Background: an optimization exercise with open tools, aiming at small area. Do not read the settings as production practice. Where RTL was checked, it was by simulation tests only, not by an equivalence proof against the original. Power is estimated from default activity; no workload was simulated.

==> flow/design.v <==
module lpf_stage_sub	(	in_n,
				w_n,
				v,
				k,
				d_n);
input	[19:0]	in_n;
input	[19:0]	w_n;
input	[19:0]	v;
input	[3:0]	k;
output	[20:0]	d_n;
wire	[20:0]	cs;
wire	[19:0]	s_n;
wire	[20:0]	a_n;
wire	[14:0]	keep;
wire	[20:0]	vm;
wire	[21:0]	ce;
assign cs[0] = 1'b1;
genvar j;
generate
	for (j = 0; j < 20; j = j + 1) begin : g_s
		assign s_n[j] = in_n[j] ^ w_n[j] ^ cs[j];
		assign cs[j+1] = (in_n[j] & w_n[j]) | (cs[j] & (in_n[j] ^ w_n[j]));
	end
	for (j = 0; j < 15; j = j + 1) begin : g_m
		assign keep[j] = (k <= j);
	end
endgenerate
assign a_n = {s_n[19], s_n[19], s_n[19:1]};
assign vm = {v[19], v[19:15], v[14:0] & keep};
assign ce[0] = 1'b0;
generate
	for (j = 0; j < 21; j = j + 1) begin : g_d
		assign d_n[j] = a_n[j] ^ vm[j] ^ ce[j];
		assign ce[j+1] = (a_n[j] & vm[j]) | (ce[j] & (a_n[j] ^ vm[j]));
	end
endgenerate
endmodule
module lpf_stage_acc	(	v,
				d,
				k,
				vn);
input	[19:0]	v;
input	[20:0]	d;
input	[3:0]	k;
output	[19:0]	vn;
wire signed	[20:0]	ds = d;
wire	[20:0]	shf = ds >>> k;
wire	[19:0]	sh = shf[19:0];
wire	[20:0]	c;
assign c[0] = 1'b0;
genvar j;
generate
	for (j = 0; j < 20; j = j + 1) begin : g_v
		assign vn[j] = v[j] ^ sh[j] ^ c[j];
		assign c[j+1] = (v[j] & sh[j]) | (c[j] & (v[j] ^ sh[j]));
	end
endgenerate
endmodule
module lpf_cascade	(	clk,
				rst,
				sample_clk,
				k,
				vin,
				vout,
				vout_valid);
input		clk;
input		rst;
input		sample_clk;
input	[3:0]	k;
input	[13:0]	vin;
output	[19:0]	vout;
output		vout_valid;
reg		vout_valid;
reg		sample_clk_old;
reg	[13:0]	vin_h;
reg	[3:0]	k_h;
reg	[2:0]	ph;
reg	[1:0]	clr_n;
reg		pend;
reg		run;
reg		run2;
reg	[19:0]	V0, V1, V2, V3, V4;
reg	[19:0]	W0, W1, W2, W3, W4;
reg	[20:0]	d_r;
wire		sample = sample_clk & !sample_clk_old;
wire		ph4 = (ph == 3'd4);
wire		clr = (clr_n != 2'd0);
wire	[19:0]	in_n = ~((ph4 & !clr) ? {vin_h, 6'b000000} : V1);
wire	[20:0]	d_n;
wire	[19:0]	vn;
lpf_stage_sub	SUB	(	.in_n(in_n),
				.w_n(W0),
				.v(V0),
				.k(k_h),
				.d_n(d_n));
lpf_stage_acc	ACC	(	.v(V4),
				.d(d_r),
				.k(k_h),
				.vn(vn));
assign vout = V3;
always @(posedge clk) begin
	sample_clk_old <= sample_clk & !rst;
	if (sample) begin
		vin_h <= vin;
		k_h <= k;
	end
	if (rst) begin
		ph <= 3'd3;
		clr_n <= 2'd2;
		pend <= 1'b0;
		run <= 1'b0;
		run2 <= 1'b0;
		vout_valid <= 1'b0;
	end else begin
		ph <= ph4 ? 3'd0 : ph + 3'd1;
		if (ph4) begin
			if (clr)
				clr_n <= clr_n - 2'd1;
			run <= (pend | sample) & (clr_n[1] == 1'b0);
			pend <= (pend | sample) & clr_n[1];
		end else begin
			pend <= pend | sample;
		end
		run2 <= run;
		vout_valid <= run2 & (ph == 3'd1);
	end
	d_r <= ~(d_n | {21{!run}});
	V0 <= V1;
	V1 <= V2;
	V2 <= V3;
	V3 <= (rst | clr) ? 20'd0 : vn;
	V4 <= V0;
	W0 <= W1;
	W1 <= W2;
	W2 <= W3;
	W3 <= W4;
	W4 <= (run | clr) ? in_n : W0;
end
endmodule
clock: 10.0 ns
lec_check: 0
abc_area: 1
cap_margin: 20
core_margin: 2
core_utilization: 65
place_density: 0.8
slew_margin: 20
standard.sh (not shown) runs the stock make flow with config.mk's settings and CLKGATE_MAP_FILE= SYNTH_SCRIPT=/design/flow/synth_recipe.tcl, a recipe that flattens the netlist after the stock synthesis.
==> flow/flow/run.sh <==
#!/bin/bash
# Standard ORFS layout (the standard.sh) with a single small buffer on
# each port and a clock tree built from small clock buffers without dummy
# loads. Each tool's output goes to standard.log.
set -euo pipefail
export BUFFER_PORTS_ARGS="-buffer_cell sky130_fd_sc_hd__buf_1"
export CTS_ARGS="-sink_clustering_enable -repair_clock_nets -dont_use_dummy_load -buf_list {sky130_fd_sc_hd__clkbuf_4} -sink_clustering_size 10 -sink_clustering_max_diameter 40"
bash standard.sh > standard.log 2>&1
Rerun with:
--- a/flow/design.v
+++ b/flow/design.v
@@ -1,39 +1,39 @@
-module lpf_stage_sub	(	in_n,
-				w_n,
+module lpf_stage_sub	(	in,
+				w,
 				v,
 				k,
-				d_n);
-input	[19:0]	in_n;
-input	[19:0]	w_n;
+				d);
+input	[19:0]	in;
+input	[19:0]	w;
 input	[19:0]	v;
 input	[3:0]	k;
-output	[20:0]	d_n;
+output	[20:0]	d;
 wire	[20:0]	cs;
-wire	[19:0]	s_n;
-wire	[20:0]	a_n;
+wire	[19:0]	s;
+wire	[20:0]	a;
 wire	[14:0]	keep;
-wire	[20:0]	vm;
-wire	[21:0]	ce;
-assign cs[0] = 1'b1;
+wire	[20:0]	nvm;
+wire	[21:0]	cd;
+assign cs[0] = 1'b0;
 genvar j;
 generate
 	for (j = 0; j < 20; j = j + 1) begin : g_s
-		assign s_n[j] = in_n[j] ^ w_n[j] ^ cs[j];
-		assign cs[j+1] = (in_n[j] & w_n[j]) | (cs[j] & (in_n[j] ^ w_n[j]));
+		assign s[j] = in[j] ^ w[j] ^ cs[j];
+		assign cs[j+1] = (in[j] & w[j]) | (cs[j] & (in[j] ^ w[j]));
 	end
 	for (j = 0; j < 15; j = j + 1) begin : g_m
 		assign keep[j] = (k <= j);
 	end
 endgenerate
-assign a_n = {s_n[19], s_n[19], s_n[19:1]};
-assign vm = {v[19], v[19:15], v[14:0] & keep};
-assign ce[0] = 1'b0;
+assign a = {s[19], s[19], s[19:1]};
+assign nvm = ~{v[19], v[19:15], v[14:0] & keep};
+assign cd[0] = 1'b1;
 generate
 	for (j = 0; j < 21; j = j + 1) begin : g_d
-		assign d_n[j] = a_n[j] ^ vm[j] ^ ce[j];
-		assign ce[j+1] = (a_n[j] & vm[j]) | (ce[j] & (a_n[j] ^ vm[j]));
+		assign d[j] = a[j] ^ nvm[j] ^ cd[j];
+		assign cd[j+1] = (a[j] & nvm[j]) | (cd[j] & (a[j] ^ nvm[j]));
 	end
 endgenerate
 endmodule
 module lpf_stage_acc	(	v,
 				d,
@@ -83,29 +83,31 @@
 reg	[19:0]	W0, W1, W2, W3, W4;
 reg	[20:0]	d_r;
 wire		sample = sample_clk & !sample_clk_old;
 wire		ph4 = (ph == 3'd4);
 wire		clr = (clr_n != 2'd0);
-wire	[19:0]	in_n = ~((ph4 & !clr) ? {vin_h, 6'b000000} : V1);
-wire	[20:0]	d_n;
+wire	[19:0]	in = (ph4 & !clr) ? {vin_h, 6'b000000} : V1;
+wire	[20:0]	d;
 wire	[19:0]	vn;
-lpf_stage_sub	SUB	(	.in_n(in_n),
-				.w_n(W0),
+lpf_stage_sub	SUB	(	.in(in),
+				.w(W0),
 				.v(V0),
 				.k(k_h),
-				.d_n(d_n));
+				.d(d));
 lpf_stage_acc	ACC	(	.v(V4),
 				.d(d_r),
 				.k(k_h),
 				.vn(vn));
 assign vout = V3;
 always @(posedge clk) begin
 	sample_clk_old <= sample_clk & !rst;
-	if (sample) begin
+	if (sample)
 		vin_h <= vin;
+	if (rst)
+		k_h <= 4'd0;
+	else if (sample)
 		k_h <= k;
-	end
 	if (rst) begin
 		ph <= 3'd3;
 		clr_n <= 2'd2;
 		pend <= 1'b0;
 		run <= 1'b0;
@@ -122,18 +124,18 @@
 			pend <= pend | sample;
 		end
 		run2 <= run;
 		vout_valid <= run2 & (ph == 3'd1);
 	end
-	d_r <= ~(d_n | {21{!run}});
+	d_r <= d & {21{run}};
 	V0 <= V1;
 	V1 <= V2;
 	V2 <= V3;
 	V3 <= (rst | clr) ? 20'd0 : vn;
 	V4 <= V0;
 	W0 <= W1;
 	W1 <= W2;
 	W2 <= W3;
 	W3 <= W4;
-	W4 <= (run | clr) ? in_n : W0;
+	W4 <= (run | clr) ? in : W0;
 end
 endmodule
Outcome:
- combinational power rose by 28%
- register-to-register slack hardly moves
- routed wire length rose by 3.5%
- die area fell by 0.33%
- design area fell by 0.54%
- utilization hardly moves
- critical path depth fell by 2
- via count rose by 0.66%
For the second run of this note, only the layout was checked, not whether the RTL still works.

========
Another version of the RTL of lpf_cascade (not shown whole).
Size in the first run: about 550 cells after synthesis, ~230 flip-flops, ~7500 sq um of cells after synthesis.
==> module lpf_stage_acc, before the edit <==
module lpf_stage_acc	(	v,
				d,
				k,
				en,
				vn);
input	[19:0]	v;
input	[20:0]	d;
input	[3:0]	k;
input		en;
output	[19:0]	vn;
wire signed	[20:0]	ds = d;
wire	[20:0]	shf = ds >>> k;
lpf_add_v	ADD_V	(	.x(v),
				.y(shf[19:0] & {20{en}}),
				.s(vn));
endmodule
==> module lpf_cascade, before the edit <==
module lpf_cascade	(	clk,
				rst,
				sample_clk,
				k,
				vin,
				vout,
				vout_valid);
input		clk;
input		rst;
input		sample_clk;
input	[3:0]	k;
input	[13:0]	vin;
output	[19:0]	vout;
output		vout_valid;
reg		sample_clk_old;
reg	[13:0]	vin_h;
reg	[3:0]	k_h;
reg	[4:0]	ph;
reg	[1:0]	clr_n;
reg		pend;
reg		run;
reg		run2;
reg	[19:0]	V0, V1, V2, V3, V4;
reg	[19:0]	W0, W1, W2, W3, W4;
reg		d20;
wire		sample = sample_clk & !sample_clk_old;
wire		ph4 = ph[4];
wire		clr = (clr_n != 2'd0);
wire	[19:0]	x = {vin_h, 6'b000000};
wire	[19:0]	in_n = ~(ph4 ? x : V1);
wire		w3_x = run2 & ph[0];
wire		w3_v = (run2 & !ph[0]) | clr;
wire		w3_w = !(run2 | clr);
wire	[20:0]	d_n;
wire	[19:0]	vn;
lpf_stage_sub	SUB	(	.in_n(in_n),
				.w_n(W0),
				.v(V0),
				.k(k_h),
				.d_n(d_n));
lpf_stage_acc	ACC	(	.v(V4),
				.d({d20, W4}),
				.k(k_h),
				.en(run2),
				.vn(vn));
assign vout = V3;
assign vout_valid = run & ph[2];
always @(posedge clk) begin
	sample_clk_old <= sample_clk & !rst;
	if (sample) begin
		vin_h <= vin;
		k_h <= k;
	end
	if (rst) begin
		ph <= 5'b00100;
		clr_n <= 2'd2;
		pend <= 1'b0;
		run <= 1'b0;
		run2 <= 1'b0;
	end else begin
		ph <= {ph[3:0], ph[4]};
		if (ph4) begin
			if (clr)
				clr_n <= clr_n - 2'd1;
			run <= (pend | sample) & (clr_n[1] == 1'b0);
			pend <= (pend | sample) & clr_n[1];
		end else begin
			pend <= pend | sample;
		end
		run2 <= run;
	end
	d20 <= !d_n[20];
	V0 <= V1;
	V1 <= V2;
	V2 <= V3;
	V3 <= (rst | clr) ? 20'd0 : vn;
	V4 <= V0;
	W0 <= W1;
	W1 <= W2;
	W2 <= W3;
	W3 <= ~(({20{w3_x}} & x) | ({20{w3_v}} & V0) | ({20{w3_w}} & W4));
	W4 <= ~(run ? d_n[19:0] : W0);
end
endmodule
clock: 10.0 ns
lec_check: 0
abc_area: 1
cap_margin: 20
core_margin: 2
core_utilization: 65
gpl_routability_driven: 0
gpl_timing_driven: 0
place_density: 0.8
slew_margin: 20
synth_hierarchical: 1
synth_minimum_keep_size: 0
==> flow/flow/run.sh <==
#!/bin/bash
# The standard layout (standard.sh) with three changes:
#  - synthesis uses ORFS's own scripts unchanged except ABC's area script,
#    which maps for area only (amap) instead of map with buffering and
#    sizing for delay; registers are mapped exactly as the standard
#    synthesis maps them (dfflibmap runs before ABC);
#  - each port gets a single buf_1 buffer;
#  - the clock tree is built from clkbuf_4 cells without dummy loads.
# Each tool's output goes to its own log file in this folder.
set -euo pipefail
rm -rf scripts_local
cp -r "$FLOW_HOME/scripts" scripts_local
printf 'strash\ndch\namap -F 4 -A 8\ntopo\n' > scripts_local/abc_area.script
SCRIPTS_DIR="$PWD/scripts_local" bash standard.sh synth > synth.log 2>&1
export BUFFER_PORTS_ARGS="-buffer_cell sky130_fd_sc_hd__buf_1"
export CTS_ARGS="-sink_clustering_enable -repair_clock_nets -dont_use_dummy_load -buf_list {sky130_fd_sc_hd__clkbuf_4} -sink_clustering_size 10 -sink_clustering_max_diameter 40"
bash standard.sh > standard.log 2>&1
The baseline ran to the end with no violations.
Edit:
--- a/flow/design.v
+++ b/flow/design.v
@@ -33,14 +33,24 @@
 input	[19:0]	v;
 input	[20:0]	d;
 input	[3:0]	k;
 input		en;
 output	[19:0]	vn;
-wire signed	[20:0]	ds = d;
-wire	[20:0]	shf = ds >>> k;
+wire		s8 = en & k[3];
+wire		s0 = en & !k[3];
+wire	[20:0]	t1, t2, t3, t4;
+genvar j;
+generate
+	for (j = 0; j < 21; j = j + 1) begin : g_sh
+		assign t1[j] = k[0] ? d[(j + 1 > 20) ? 20 : j + 1] : d[j];
+		assign t2[j] = k[1] ? t1[(j + 2 > 20) ? 20 : j + 2] : t1[j];
+		assign t3[j] = k[2] ? t2[(j + 4 > 20) ? 20 : j + 4] : t2[j];
+		assign t4[j] = (s8 & t3[(j + 8 > 20) ? 20 : j + 8]) | (s0 & t3[j]);
+	end
+endgenerate
 lpf_add_v	ADD_V	(	.x(v),
-				.y(shf[19:0] & {20{en}}),
+				.y(t4[19:0]),
 				.s(vn));
 endmodule
 module lpf_add_s	(	x,
 			y,
 			s);
@@ -105,24 +115,23 @@
 output		vout_valid;
 reg		sample_clk_old;
 reg	[13:0]	vin_h;
 reg	[3:0]	k_h;
 reg	[4:0]	ph;
-reg	[1:0]	clr_n;
+reg		clr;
 reg		pend;
 reg		run;
 reg		run2;
 reg	[19:0]	V0, V1, V2, V3, V4;
 reg	[19:0]	W0, W1, W2, W3, W4;
 reg		d20;
 wire		sample = sample_clk & !sample_clk_old;
 wire		ph4 = ph[4];
-wire		clr = (clr_n != 2'd0);
 wire	[19:0]	x = {vin_h, 6'b000000};
 wire	[19:0]	in_n = ~(ph4 ? x : V1);
 wire		w3_x = run2 & ph[0];
-wire		w3_v = (run2 & !ph[0]) | clr;
+wire		w3_v = run2 & !ph[0];
 wire		w3_w = !(run2 | clr);
 wire	[20:0]	d_n;
 wire	[19:0]	vn;
 lpf_stage_sub	SUB	(	.in_n(in_n),
 				.w_n(W0),
@@ -141,22 +150,21 @@
 	if (sample) begin
 		vin_h <= vin;
 		k_h <= k;
 	end
 	if (rst) begin
-		ph <= 5'b00100;
-		clr_n <= 2'd2;
+		ph <= 5'b00001;
+		clr <= 1'b1;
 		pend <= 1'b0;
 		run <= 1'b0;
 		run2 <= 1'b0;
 	end else begin
 		ph <= {ph[3:0], ph[4]};
 		if (ph4) begin
-			if (clr)
-				clr_n <= clr_n - 2'd1;
-			run <= (pend | sample) & (clr_n[1] == 1'b0);
-			pend <= (pend | sample) & clr_n[1];
+			clr <= 1'b0;
+			run <= pend | sample;
+			pend <= 1'b0;
 		end else begin
 			pend <= pend | sample;
 		end
 		run2 <= run;
 	end
What happened: Count of clock-buffer cells in the layout is lower by 1; sequential share of layout area is higher by 0.91 points; core utilization is higher by 0.77 points; via count is lower by a few percent; sequential power is lower slightly; die area is lower slightly; power is lower slightly; synthesized cell count is lower by a few percent; worst setup slack improves by 0.0068 ns; final cell count is lower by a few percent; clock power stays flat.

========
Another version of the RTL of lpf_cascade (not shown whole).
For scale: roughly 230 flip-flops, about 42 I/O pins, ~7600 um^2 of cells after synthesis.
==> module lpf_cascade, before the edit <==
module lpf_cascade	(	clk,
				rst,
				sample_clk,
				k,
				vin,
				vout,
				vout_valid);
input		clk;
input		rst;
input		sample_clk;
input	[3:0]	k;
input	[13:0]	vin;
output	[19:0]	vout;
output		vout_valid;
reg		sample_clk_old;
reg	[13:0]	vin_h;
reg	[3:0]	k_h;
reg	[4:0]	ph;
reg	[1:0]	clr_n;
reg		pend;
reg		run;
reg		run2;
reg	[19:0]	V0, V1, V2, V3, V4;
reg	[19:0]	W0, W1, W2, W3, W4;
reg		d20;
wire		sample = sample_clk & !sample_clk_old;
wire		ph4 = ph[4];
wire		clr = (clr_n != 2'd0);
wire	[19:0]	x = {vin_h, 6'b000000};
wire	[19:0]	in_n = ~(ph4 ? x : V1);
wire	[19:0]	in2_n = ~((run2 & ph[0]) ? x : V0);
wire	[20:0]	d_n;
wire	[19:0]	vn;
lpf_stage_sub	SUB	(	.in_n(in_n),
				.w_n(W0),
				.v(V0),
				.k(k_h),
				.d_n(d_n));
lpf_stage_acc	ACC	(	.v(V4),
				.d({d20, W4}),
				.k(k_h),
				.en(run2),
				.vn(vn));
assign vout = V3;
assign vout_valid = run & ph[2];
always @(posedge clk) begin
	sample_clk_old <= sample_clk & !rst;
	if (sample) begin
		vin_h <= vin;
		k_h <= k;
	end
	if (rst) begin
		ph <= 5'b00100;
		clr_n <= 2'd2;
		pend <= 1'b0;
		run <= 1'b0;
		run2 <= 1'b0;
	end else begin
		ph <= {ph[3:0], ph[4]};
		if (ph4) begin
			if (clr)
				clr_n <= clr_n - 2'd1;
			run <= (pend | sample) & (clr_n[1] == 1'b0);
			pend <= (pend | sample) & clr_n[1];
		end else begin
			pend <= pend | sample;
		end
		run2 <= run;
	end
	d20 <= !d_n[20];
	V0 <= V1;
	V1 <= V2;
	V2 <= V3;
	V3 <= (rst | clr) ? 20'd0 : vn;
	V4 <= V0;
	W0 <= W1;
	W1 <= W2;
	W2 <= W3;
	W3 <= ~((run2 | clr) ? ~in2_n : W4);
	W4 <= ~(run ? d_n[19:0] : W0);
end
endmodule
==> flow/config.mk <==
export PLATFORM = sky130hd
export DESIGN_NAME = lpf_cascade
export DESIGN_NICKNAME = lpf_cascade
export VERILOG_FILES = /design/flow/design.v
export SDC_FILE = /design/flow/constraint.sdc
export NUM_CORES = 4
export LEC_CHECK = 0
export ABC_AREA = 1
export CAP_MARGIN = 20
export CORE_MARGIN = 2
export CORE_UTILIZATION = 65
export GPL_ROUTABILITY_DRIVEN = 0
export GPL_TIMING_DRIVEN = 0
export PLACE_DENSITY = 0.8
export SLEW_MARGIN = 20
export SYNTH_HIERARCHICAL = 1
export SYNTH_MINIMUM_KEEP_SIZE = 0
==> flow/constraint.sdc <==
create_clock -name core_clock -period 10.0 [get_ports {clk}]
set_input_delay 2.0000 -clock core_clock [delete_from_list [all_inputs] [get_ports {clk}]]
set_output_delay 2.0000 -clock core_clock [all_outputs]
set_load 0.01 [all_outputs]
Scripts as last shown in full above: flow/flow/run.sh
Then changed:
--- a/flow/design.v
+++ b/flow/design.v
@@ -33,11 +33,20 @@
 input	[19:0]	v;
 input	[20:0]	d;
-input	[3:0]	k;
+input	[2:0]	k;
 input		en;
 output	[19:0]	vn;
-wire signed	[20:0]	ds = d;
-wire	[20:0]	shf = ds >>> k;
+wire		s4 = en & k[2];
+wire		s0 = en & !k[2];
+wire	[20:0]	t1, t2, t3;
+genvar j;
+generate
+	for (j = 0; j < 21; j = j + 1) begin : g_sh
+		assign t1[j] = k[0] ? d[(j + 1 > 20) ? 20 : j + 1] : d[j];
+		assign t2[j] = k[1] ? t1[(j + 2 > 20) ? 20 : j + 2] : t1[j];
+		assign t3[j] = (s4 & t2[(j + 4 > 20) ? 20 : j + 4]) | (s0 & t2[j]);
+	end
+endgenerate
 lpf_add_v	ADD_V	(	.x(v),
-				.y(shf[19:0] & {20{en}}),
+				.y(t3[19:0]),
 				.s(vn));
 endmodule
@@ -108,5 +117,5 @@
 reg	[3:0]	k_h;
 reg	[4:0]	ph;
-reg	[1:0]	clr_n;
+reg		clr;
 reg		pend;
 reg		run;
@@ -117,10 +126,20 @@
 wire		sample = sample_clk & !sample_clk_old;
 wire		ph4 = ph[4];
-wire		clr = (clr_n != 2'd0);
 wire	[19:0]	x = {vin_h, 6'b000000};
 wire	[19:0]	in_n = ~(ph4 ? x : V1);
-wire	[19:0]	in2_n = ~((run2 & ph[0]) ? x : V0);
+wire		w3_x = run2 & ph[0];
+wire		w3_v = run2 & !ph[0];
+wire		w3_w = !(run2 | clr);
 wire	[20:0]	d_n;
 wire	[19:0]	vn;
+wire	[19:0]	d_n8;
+wire		w4_8 = run & k_h[3];
+wire		w4_0 = run & !k_h[3];
+genvar j;
+generate
+	for (j = 0; j < 20; j = j + 1) begin : g_d8
+		assign d_n8[j] = d_n[(j + 8 > 20) ? 20 : j + 8];
+	end
+endgenerate
 lpf_stage_sub	SUB	(	.in_n(in_n),
 				.w_n(W0),
@@ -130,5 +149,5 @@
 lpf_stage_acc	ACC	(	.v(V4),
 				.d({d20, W4}),
-				.k(k_h),
+				.k(k_h[2:0]),
 				.en(run2),
 				.vn(vn));
@@ -142,6 +161,6 @@
 	end
 	if (rst) begin
-		ph <= 5'b00100;
-		clr_n <= 2'd2;
+		ph <= 5'b00001;
+		clr <= 1'b1;
 		pend <= 1'b0;
 		run <= 1'b0;
@@ -150,8 +169,7 @@
 		ph <= {ph[3:0], ph[4]};
 		if (ph4) begin
-			if (clr)
-				clr_n <= clr_n - 2'd1;
-			run <= (pend | sample) & (clr_n[1] == 1'b0);
-			pend <= (pend | sample) & clr_n[1];
+			clr <= 1'b0;
+			run <= pend | sample;
+			pend <= 1'b0;
 		end else begin
 			pend <= pend | sample;
@@ -168,6 +186,6 @@
 	W1 <= W2;
 	W2 <= W3;
-	W3 <= ~((run2 | clr) ? ~in2_n : W4);
-	W4 <= ~(run ? d_n[19:0] : W0);
+	W3 <= ~(({20{w3_x}} & x) | ({20{w3_v}} & V0) | ({20{w3_w}} & W4));
+	W4 <= ~(({20{w4_8}} & d_n8) | ({20{w4_0}} & d_n[19:0]) | ({20{!run}} & W0));
 end
 endmodule
Outcome:
- The changed run went through all stages and came out clean
- routed wire length decreases by 1.6%
- setup slack loses 0.051 ns
- final cell count decreases by 8.4%
- first-iteration DRC count increases by 3.0%
- count of clock-buffer cells in the layout does not change
- hold slack stays flat
- total power decreases by 5.6%
- die area decreases by 3.8%
- utilization increases by 1.5 points
- non-clock buffer count decreases by 1

-- static timing again, ports no longer ideal --
The flow's constraints put no driver on any port. The routed layouts listed below were extracted and timed again, unchanged, in two steps.
Step 1 assumes that a clkbuf_16 drives the clock port and a buf_2 every other input.
Step 2 also shifts input and output timing later by t, the mid clock arrival at the registers, as if the neighbouring blocks saw the same clock.
a / b / c = no drivers / after step 1 / after step 2; a / b = the first two.
| run | t (ns) | setup slack, ns | slew at the worst register clock pin (ns) | worst slew at a driven data input, ns | cell pins on the clock port's net |
|---|---|---|---|---|---|
| the first run of note 1 | 0.658 | 0.453 / 0.453 / 0.453 | 0.11 / 0.11 | 0.04 | 1 |
| the second run of note 1 | 0.644 | 0.461 / 0.461 / 0.461 | 0.11 / 0.11 | 0.03 | 1 |
| the first run of note 2 | 0.623 | 0.232 / 0.232 / 0.232 | 0.10 / 0.10 | 0.03 | 1 |
| the second run of note 2 | 0.652 | 0.239 / 0.239 / 0.239 | 0.11 / 0.11 | 0.03 | 1 |
| the first run of note 3 | 0.623 | 0.275 / 0.275 / 0.275 | 0.11 / 0.11 | 0.03 | 1 |
| the second run of note 3 | 0.651 | 0.225 / 0.225 / 0.225 | 0.11 / 0.11 | 0.04 | 1 |
After both steps every run listed still meets setup and hold.
